From an optimization exercise on the open Yosys and OpenROAD flow, aimed at small area and a short achievable clock period; shortcuts taken in it are not production practice.
Where RTL was checked, it was by simulation tests only, not by an equivalence proof against the original.
Power and IR drop assume default switching activity.

// microprocessor
module microprocessor(
	input wire clk,
	input wire clr,
	input wire step,
	input wire [15:0] instruction,
	output wire [15:0] pc_out,
	output reg wb_en,
	output reg [3:0] wb_addr,
	output reg [15:0] wb_data,
	output reg st_en,
	output reg [1:0] st_addr,
	output reg [15:0] st_data
);
Settings: LEC_CHECK=0, CAP_MARGIN=20, CORE_MARGIN=2, CORE_UTILIZATION=40, CTS_BUF_LIST=sky130_fd_sc_hd__clkbuf_8, SETUP_SLACK_MARGIN=5, SLEW_MARGIN=20, SYNTH_HIERARCHICAL=1; clock period 10.5 ns.
standard.sh (not shown) runs the stock make flow with config.mk's settings and CLKGATE_MAP_FILE= SYNTH_SCRIPT=/design/flow/synth_recipe.tcl, a recipe that flattens the netlist after the stock synthesis.
==> flow/flow/run.sh <==
#!/bin/bash
# Own layout flow: the standard flow (standard.sh, the standard synthesis
# script and ORFS) with a few extra ORFS settings:
#  - the port buffers are sky130_fd_sc_hd__buf_4 instead of the resizer's default
#    choice (a slow delay cell);
#  - repair_timing aims for a larger setup margin.
# Each step's full output goes to a log file in the work folder.
set -euo pipefail
W=$(pwd)
X=("BUFFER_PORTS_ARGS=-buffer_cell sky130_fd_sc_hd__buf_4")
if [[ -f flow/extra.txt ]]; then
  while IFS= read -r line; do
    [[ -z "$line" || "$line" == \#* ]] && continue
    X+=("$line")
  done < flow/extra.txt
fi
printf '%s\n' "${X[@]}" > "$W/flow_settings.log"
bash standard.sh "${X[@]}" synth > "$W/flow_synth.log" 2>&1
bash standard.sh "${X[@]}" finish > "$W/flow_layout.log" 2>&1
test -f out/final.def
==> flow/flow/extra.txt <==
SETUP_SLACK_MARGIN=6.0
Next try:
==> flow/flow/extra.txt (replaced) <==
SETUP_SLACK_MARGIN=5.5
Effect:
- The new run completed without violations
- via count is lower by a few percent
- setup slack loses 0.10 ns
- combinational power is lower by roughly a tenth
- utilization is lower by 2.8 points
No run of this note included a check of the RTL's function; only the layout flow was run.

* * *

The RTL this note starts from:
==> flow/design.v <==
`timescale 1ns / 1ps
module ALU(
	input wire [15:0] A,
	input wire [15:0] B,
	input wire [3:0] op,
	input wire [15:0] lw_data,
	output reg [15:0] res
);
	wire sub = op[2];
	wire [15:0] sum = B + (A ^ {16{sub}}) + {15'd0, sub};
	always @* begin
		if (op[3])
			res = lw_data;
		else case (op[1:0])
			2'd0: res = B & A;
			2'd1: res = B | A;
			2'd2: res = sum;
			default: res = {15'd0, sum[15]};
		endcase
	end
endmodule
`timescale 1ns / 1ps
module program_counter(
	input wire [15:0] pc,
	input wire [15:0] instruction,
	input wire [15:0] A,
	input wire [15:0] B,
	output wire [15:0] pc_next
);
	wire [3:0] op = instruction[15:12];
	wire [15:0] pc_inc = pc + 16'd1;
	wire [15:0] pc_bne = pc_inc + {{12{instruction[3]}}, instruction[3:0]};
	wire taken = (op == 4'd14) & (B != A);
	assign pc_next = (op == 4'd15) ? {pc_inc[15:12], instruction[11:0]} :
	                 taken ? pc_bne : pc_inc;
endmodule
`timescale 1ns / 1ps
module register_file(
	input wire [255:0] R,
	input wire [3:0] addr,
	output wire [15:0] data
);
	assign data = R[16*addr +: 16];
endmodule
`timescale 1ns / 1ps
module microprocessor(
	input wire clk,
	input wire clr,
	input wire step,
	input wire [15:0] instruction,
	output wire [15:0] pc_out,
	output reg wb_en,
	output reg [3:0] wb_addr,
	output reg [15:0] wb_data,
	output reg st_en,
	output reg [1:0] st_addr,
	output reg [15:0] st_data
);
	wire [3:0] op = instruction[15:12];
	wire [3:0] ra = instruction[11:8];
	wire [3:0] rb = instruction[7:4];
	wire [3:0] rc = instruction[3:0];
	reg [15:0] pc;
	reg [255:0] R;           
	reg [63:0] M;            
	genvar gi;
	wire [15:0] r_wdata = wb_data & {16{~clr}};
	generate
		for (gi = 0; gi < 16; gi = gi + 1) begin : rf
			wire en = clr | (wb_en & (wb_addr == gi));
			always @(posedge clk)
				if (en) R[16*gi +: 16] <= r_wdata;
		end
	endgenerate
	wire [63:0] m_init = {16'd0, 16'd5, 16'd22, 16'd1};
	generate
		for (gi = 0; gi < 4; gi = gi + 1) begin : dm
			wire en = clr | (st_en & (st_addr == gi));
			always @(posedge clk)
				if (en) M[16*gi +: 16] <= clr ? m_init[16*gi +: 16] : st_data;
		end
	endgenerate
	wire [15:0] Ar, Br;
	register_file read_a (.R(R), .addr(ra), .data(Ar));
	register_file read_b (.R(R), .addr(rb), .data(Br));
	wire [15:0] A = (wb_en && wb_addr == ra) ? wb_data : Ar;
	wire [15:0] B = (wb_en && wb_addr == rb) ? wb_data : Br;
	wire is_lw = (op == 4'd8);
	wire wr = step & ((op[3:1] == 3'b000) | (op == 4'd2) | (op[3:1] == 3'b011) | is_lw);
	wire st = step & (op == 4'd10);
	wire [1:0] maddr = B[1:0] + rc[1:0];
	wire [15:0] lw_data = (st_en && st_addr == maddr) ? st_data : M[16*maddr +: 16];
	wire [15:0] res;
	ALU alu0 (.A(A), .B(B), .op(op), .lw_data(lw_data), .res(res));
	wire [15:0] pc_next;
	program_counter pc0 (.pc(pc), .instruction(instruction), .A(A), .B(B), .pc_next(pc_next));
	assign pc_out = pc;
	always @(posedge clk) begin
		if (clr) begin
			pc <= 16'd0;
			wb_en <= 1'b0;
			st_en <= 1'b0;
		end else begin
			if (step) pc <= pc_next;
			wb_en <= wr;
			st_en <= st;
		end
		wb_addr <= is_lw ? rb : rc;
		wb_data <= res;
		st_addr <= maddr;
		st_data <= B;
	end
endmodule
export LEC_CHECK = 0
export CAP_MARGIN = 20
export CORE_MARGIN = 2
export CORE_UTILIZATION = 40
export CTS_CLUSTER_DIAMETER = 60
export CTS_CLUSTER_SIZE = 16
export SETUP_SLACK_MARGIN = 5
export SLEW_MARGIN = 20
export SYNTH_HIERARCHICAL = 1
create_clock -name core_clock -period 10.5 [get_ports {clk}]
==> flow/flow/extra.txt <==
SETUP_SLACK_MARGIN=5.5
Scripts as last shown in full above: flow/flow/run.sh
Change:
--- a/flow/flow/run.sh
+++ b/flow/flow/run.sh
@@ -3,3 +3,3 @@
 # script and ORFS) with a few extra ORFS settings:
-#  - the port buffers are sky130_fd_sc_hd__buf_4 instead of the resizer's default
+#  - the port buffers are sky130_fd_sc_hd__buf_2 instead of the resizer's default
 #    choice (a slow delay cell);
@@ -9,3 +9,3 @@
 W=$(pwd)
-X=("BUFFER_PORTS_ARGS=-buffer_cell sky130_fd_sc_hd__buf_4")
+X=("BUFFER_PORTS_ARGS=-buffer_cell sky130_fd_sc_hd__buf_2")
 if [[ -f flow/extra.txt ]]; then
--- a/flow/config.mk
+++ b/flow/config.mk
@@ -9,5 +9,4 @@
 export CORE_MARGIN = 2
-export CORE_UTILIZATION = 40
-export CTS_CLUSTER_DIAMETER = 60
-export CTS_CLUSTER_SIZE = 16
+export CORE_UTILIZATION = 55
+export CTS_BUF_LIST = sky130_fd_sc_hd__clkbuf_8
 export SETUP_SLACK_MARGIN = 5
Outcome:
- via count rose by 2.2%
- clock skew rose by 20 ps
- area after synthesis is unchanged
- routed wire length fell by 2.2%
- worst setup slack degrades by 74 ps
- non-clock buffer count fell by 8
- global-route usage rose by 7.1 points
- worst hold slack degrades by 4.6 ps
- cell area fell by 2.5%
- maximum frequency fell by 1.5%

* * *

// microprocessor: RTL as listed in full above, without the edits since
==> flow/config.mk <==
export PLATFORM = sky130hd
export DESIGN_NAME = microprocessor
export DESIGN_NICKNAME = microprocessor
export VERILOG_FILES = /design/flow/design.v
export SDC_FILE = /design/flow/constraint.sdc
export NUM_CORES = 4
export LEC_CHECK = 0
export CAP_MARGIN = 20
export CORE_MARGIN = 2
export CORE_UTILIZATION = 40
export CTS_BUF_LIST = sky130_fd_sc_hd__clkbuf_8
export SETUP_SLACK_MARGIN = 5
export SLEW_MARGIN = 20
export SYNTH_HIERARCHICAL = 1
==> flow/constraint.sdc <==
create_clock -name core_clock -period 10.5 [get_ports {clk}]
set_input_delay 2.1000 -clock core_clock [delete_from_list [all_inputs] [get_ports {clk}]]
set_output_delay 2.1000 -clock core_clock [all_outputs]
set_load 0.01 [all_outputs]
==> flow/flow/run.sh <==
#!/bin/bash
# Own layout flow: the standard flow (standard.sh, the standard synthesis
# script and ORFS) with a few extra ORFS settings:
#  - the port buffers are sky130_fd_sc_hd__buf_4 instead of the resizer's default
#    choice (a slow delay cell);
#  - repair_timing aims for a larger setup margin.
# Each step's full output goes to a log file in the work folder.
set -euo pipefail
W=$(pwd)
X=("BUFFER_PORTS_ARGS=-buffer_cell sky130_fd_sc_hd__buf_4")
if [[ -f flow/extra.txt ]]; then
  while IFS= read -r line; do
    [[ -z "$line" || "$line" == \#* ]] && continue
    X+=("$line")
  done < flow/extra.txt
fi
printf '%s\n' "${X[@]}" > "$W/flow_settings.log"
bash standard.sh "${X[@]}" synth > "$W/flow_synth.log" 2>&1
bash standard.sh "${X[@]}" finish > "$W/flow_layout.log" 2>&1
test -f out/final.def
Scripts as last shown in full above: flow/flow/extra.txt
The baseline produced a clean layout.
Change:
==> flow/flow/extra.txt (replaced) <==
SETUP_SLACK_MARGIN=6.2
Effect: Non-clock buffer count climbs by 41; total power grows by 5.6%; die area is unchanged.
Change:
==> flow/run.sh (new file) <==
#!/bin/bash
# synth_recipe.tcl (not shown) runs the flow's synth.tcl, then flattens the netlist and writes it again
# the make line also repeats each setting of config.mk as NAME=value (left out here)
make -C /OpenROAD-flow-scripts/flow DESIGN_CONFIG=/design/flow/config.mk WORK_HOME=/design/flow/orfs CLKGATE_MAP_FILE= SYNTH_SCRIPT=/design/flow/synth_recipe.tcl finish
removed: flow/flow/run.sh
removed: flow/flow/extra.txt
removed: flow/standard.sh
Sequential power is about the same. Routed wire length goes down by roughly a tenth. Count of clock-buffer cells in the layout drops by 14. Setup slack is worse by 520 ps.

* * *

== run A ==
microprocessor, a different RTL version from the one above (not shown whole).
Size in the first run: about 75 I/O pins, ~21000 sq um of cells after synthesis.
Settings: LEC_CHECK=0, CAP_MARGIN=20, CORE_MARGIN=2, CORE_UTILIZATION=40, CTS_BUF_LIST=sky130_fd_sc_hd__clkbuf_4, SETUP_SLACK_MARGIN=5, SLEW_MARGIN=20, SYNTH_HIERARCHICAL=1; clock period 10.5 ns.
==> flow/flow/run.sh <==
#!/bin/bash
# Own layout flow: the standard flow (standard.sh, the standard synthesis
# script and ORFS) with a few extra ORFS settings:
#  - the port buffers are sky130_fd_sc_hd__buf_4 instead of the resizer's default
#    choice (a slow delay cell);
#  - repair_timing aims for a larger setup margin.
# Each step's full output goes to a log file in the work folder.
set -euo pipefail
W=$(pwd)
X=("BUFFER_PORTS_ARGS=-buffer_cell sky130_fd_sc_hd__buf_4")
if [[ -f flow/extra.txt ]]; then
  while IFS= read -r line; do
    [[ -z "$line" || "$line" == \#* ]] && continue
    X+=("$line")
  done < flow/extra.txt
fi
printf '%s\n' "${X[@]}" > "$W/flow_settings.log"
bash standard.sh "${X[@]}" synth > "$W/flow_synth.log" 2>&1
bash standard.sh "${X[@]}" finish > "$W/flow_layout.log" 2>&1
test -f out/final.def
==> flow/flow/extra.txt <==
SETUP_SLACK_MARGIN=6.0
Run A completed; timing, DRC and antenna clean
Input-level comparison between run B and run A:
Settings: a change of CTS_BUF_LIST from sky130_fd_sc_hd__clkbuf_4 to sky130_fd_sc_hd__clkbuf_8.
==> flow/flow/extra.txt <==
SETUP_SLACK_MARGIN=6.1
==> run notes <==
Having completed the whole flow, run B delivered a layout that passed the timing, design-rule and antenna checks. In the final design statistics, run B uses fewer standard cells in total than run A. Final critical-path setup slack sits higher in run B than in run A. Run B ends up with a number of global-route vias before repair that is 66 higher than in run A.
--- input diff run B..run C ---
==> flow/flow/extra.txt <==
SETUP_SLACK_MARGIN=5.8
### Flow results
The lower transition at the pin with the smallest max-transition slack of run C and run B is in run B. Summary — share of total power in the clock network, run C relative to run B: higher, by 1.8 points. [compare] base=run B new=run C: worst hold slack now larger; cell area after layout shrank by about 2%; final clock skew fell 0.0084 ns. Run C vs run B, final wirelength went down by about 1.7%. Run B -> run C: sequential cell count flat. Going from run B to run C, final-layout fill cell count increased by 61 relative to the old numbers, initial detailed-routing violation count increased by 1.3% relative to the old numbers. From run B to run C the numbers moved as follows: total power ~0 delta; clock-cell share of area now sits higher.
#### Input delta (run D over run C)
Settings: clearing CTS_BUF_LIST, which used to be sky130_fd_sc_hd__clkbuf_8; putting CTS_CLUSTER_DIAMETER at 80 where nothing was set; putting CTS_CLUSTER_SIZE at 20 where nothing was set.
==> flow/flow/extra.txt <==
SETUP_SLACK_MARGIN=6.0
Results
Hold slack: run D > run C. Against run C, via count in run D came out better. When run D is measured against run C, its ratio of final minimum period to clock period turns out 1.2 points lower. Count of clock-buffer cells in the layout (run D over run C): decrease, about 46%. Re count of fill cells added during filler insertion: run D and run C aren't equal, and the higher value belongs to run C. Final area for run D is lower than for run C. Delta(number of setup buffers added after CTS, run D - run C) > 0. Re multi-input logic portion of the cell area: run D and run C aren't equal, and the lower value belongs to run C. Sequential share of power was lower in run C than in run D.

* * *

the baseline:
microprocessor, a different RTL version from the one above (not shown whole).
Size: ~430 flip-flops, roughly 75 I/O pins, about 20,000 um^2 of cells after synthesis.
Settings: LEC_CHECK=0, CAP_MARGIN=20, CORE_MARGIN=2, CORE_UTILIZATION=40, CTS_CLUSTER_DIAMETER=80, CTS_CLUSTER_SIZE=20, PLACE_DENSITY=0.75, SETUP_SLACK_MARGIN=5, SLEW_MARGIN=20, SYNTH_HIERARCHICAL=1; clock period 10.5 ns.
==> flow/flow/extra.txt <==
SETUP_SLACK_MARGIN=6.2
TNS_END_PERCENT=50
Scripts as last shown in full above: flow/flow/run.sh
Both conditions hold for the baseline: the flow ran to the end and the final layout passed the timing, design-rule and antenna checks.
Relative to the baseline, the following input files were edited for the candidate:
==> flow/flow/extra.txt <==
SETUP_SLACK_MARGIN=6.3
TNS_END_PERCENT=100
## What came out
- Across the baseline and the candidate, none had a timing, DRC or antenna violation.
- The candidate vs. the baseline: quantity of gates resized following cts went up 11; part of the cycle the worst path needs went down 1.5 points.
- Utilization was lower in the run labelled the baseline.
- Taking the baseline as the reference, in the candidate transition at the pin with the smallest max-transition slack +0.0064 ns; area after synthesis ~0 delta; routed wire length +1.8 mm.
- Of the two values seen for worst setup path category, in -> reg was produced by the candidate and reg -> out by the baseline.
- Relative to the baseline, data arrival time of the worst path has gone up in the candidate.

* * *

## job 7444
microprocessor, a different RTL version from the one above (not shown whole).
For scale: about 1400 cells after synthesis, ~430 flip-flops, about 75 I/O pins, about 0.021 mm2 of cells after synthesis.
// microprocessor
module microprocessor(
	input wire clk,
	input wire clr,
	input wire step,
	input wire [15:0] instruction,
	output wire [15:0] pc_out,
	output reg wb_en,
	output reg [3:0] wb_addr,
	output wire [15:0] wb_data,
	output reg st_en,
	output reg [1:0] st_addr,
	output reg [15:0] st_data
);
==> flow/config.mk <==
export PLATFORM = sky130hd
export DESIGN_NAME = microprocessor
export DESIGN_NICKNAME = microprocessor
export VERILOG_FILES = /design/flow/design.v
export SDC_FILE = /design/flow/constraint.sdc
export NUM_CORES = 4
export LEC_CHECK = 0
export CAP_MARGIN = 20
export CORE_MARGIN = 2
export CORE_UTILIZATION = 40
export CTS_CLUSTER_DIAMETER = 80
export CTS_CLUSTER_SIZE = 20
export SETUP_SLACK_MARGIN = 5
export SLEW_MARGIN = 20
export SYNTH_HIERARCHICAL = 1
==> flow/constraint.sdc <==
create_clock -name core_clock -period 10.5 [get_ports {clk}]
set_input_delay 2.1000 -clock core_clock [delete_from_list [all_inputs] [get_ports {clk}]]
set_output_delay 2.1000 -clock core_clock [all_outputs]
set_load 0.01 [all_outputs]
==> flow/flow/extra.txt <==
SETUP_SLACK_MARGIN=6.2
TNS_END_PERCENT=10
Scripts as last shown in full above: flow/flow/run.sh
Job 7444: no failed stages, no open violations at the end
Inputs modified between job 7444 and job 5936:
Settings: PLACE_DENSITY: unset -> 0.5.
==> flow/flow/extra.txt <==
SETUP_SLACK_MARGIN=6.2
TNS_END_PERCENT=100
==> comparison <==
- Taking job 7444 as the reference, in job 5936 global placement routability congestion moved down, total detailed-routing wirelength now sits higher, first-pass GRT wire length +6400 um.
- Going from job 7444 to job 5936, power density over the cells went up; final-layout clock-cell area share went up; final hold slack went down.
Edits applied to the flow inputs when going from job 5936 to job 3229:
Settings: a deleted CTS_CLUSTER_DIAMETER that had been 80; an added CTS_BUF_LIST of sky130_fd_sc_hd__clkbuf_8; a deleted CTS_CLUSTER_SIZE that had been 20; a deleted PLACE_DENSITY that had been 0.5.
==> flow/flow/extra.txt <==
SETUP_SLACK_MARGIN=6.5
Looking at biggest fanout along the worst timing path, job 3229 sits 12 below job 5936. Relative to job 5936, job 3229 degrades total power. Changes observed in job 3229 relative to job 5936: detailed-route wire length dropped about 1.4%; setup slack climbed 0.11 ns; remaining number of nets flagged by the antenna check after routing barely changed.
Here is what was changed in the inputs of job 371 compared with job 3229.
Settings: PLACE_DENSITY now 0.75, previously not set; CTS_CLUSTER_DIAMETER now 80, previously not set; CTS_BUF_LIST no longer set, was sky130_fd_sc_hd__clkbuf_8; CTS_CLUSTER_SIZE now 20, previously not set.
==> flow/flow/extra.txt <==
SETUP_SLACK_MARGIN=6.2
TNS_END_PERCENT=100
Notes after the runs:
Looking at the reports, job 371 completed the entire flow and the layout it produced met the timing, design-rule and antenna checks. The post-layout instance area in job 371 is 0.926 times that in job 3229. Per the comparison of job 371 with job 3229, clock distribution area overhead in the final layout went down 2.6 points, clock share of power went down 7.2 points, fraction of area in multi-input gates went up 0.99 points, post-route setup TNS held. Per the comparison of job 371 with job 3229, compound-cell area share of the yosys netlist held; power spent charging and discharging nets went down about 14%.

-- static timing again, ports no longer ideal --
Ports are ideal in the flow. The routed layouts listed here were re-timed in OpenROAD. Step 1, drivers: a clkbuf_16 drives clk and a buf_2 each remaining input, both assumed. Step 2 times the ports against the registers' clock, not the clock port: input delays grow and output delays shrink by t, the midpoint of the rising clock arrivals with the driver on. Three values: ideal ports, drivers, drivers and shift; two values: the first two.
run	shift t [ns]	setup WS [ns]	slew at the worst register clock pin (ns)	worst data-port slew with drivers (ns)	pins driven straight from the clock port
the first run of note 1	0.694	5.726 / 5.603 / 4.909	0.07 / 0.07	0.25	1
the second run of note 1	0.688	5.621 / 5.477 / 4.789	0.06 / 0.06	0.23	1
the first run of note 2	0.597	5.586 / 5.403 / 4.806	0.07 / 0.07	0.24	1
the second run of note 2	0.655	5.511 / 5.332 / 4.678	0.06 / 0.06	0.24	1
the first run of note 3	0.675	5.569 / 5.425 / 4.750	0.07 / 0.07	0.20	1
the second run of note 3	0.668	5.717 / 5.446 / 4.778	0.06 / 0.06	0.36	1
the third run of note 3	0.712	5.198 / 5.136 / 4.425	0.07 / 0.07	0.22	1
run A	0.867	5.965 / 5.856 / 4.989	0.08 / 0.08	0.22	1
run B	0.681	6.050 / 5.887 / 5.205	0.07 / 0.07	0.23	1
run C	0.682	5.852 / 5.736 / 5.054	0.07 / 0.07	0.21	1
run D	0.635	5.975 / 5.795 / 5.160	0.09 / 0.09	0.25	1
the baseline	0.635	6.069 / 5.968 / 5.333	0.09 / 0.09	0.22	1
the candidate	0.631	6.226 / 6.060 / 5.429	0.09 / 0.09	0.23	1
job 7444	0.635	6.163 / 6.047 / 5.412	0.09 / 0.09	0.18	1
job 5936	0.644	6.238 / 6.109 / 5.465	0.09 / 0.09	0.21	1
job 3229	0.685	6.348 / 6.147 / 5.462	0.06 / 0.06	0.32	1
job 371	0.627	6.231 / 6.115 / 5.488	0.09 / 0.09	0.19	1
After both steps every run listed still meets setup and hold. The setup slack of run A, which loses most, moves by -0.109 ns with the drivers and by -0.976 ns with both steps.
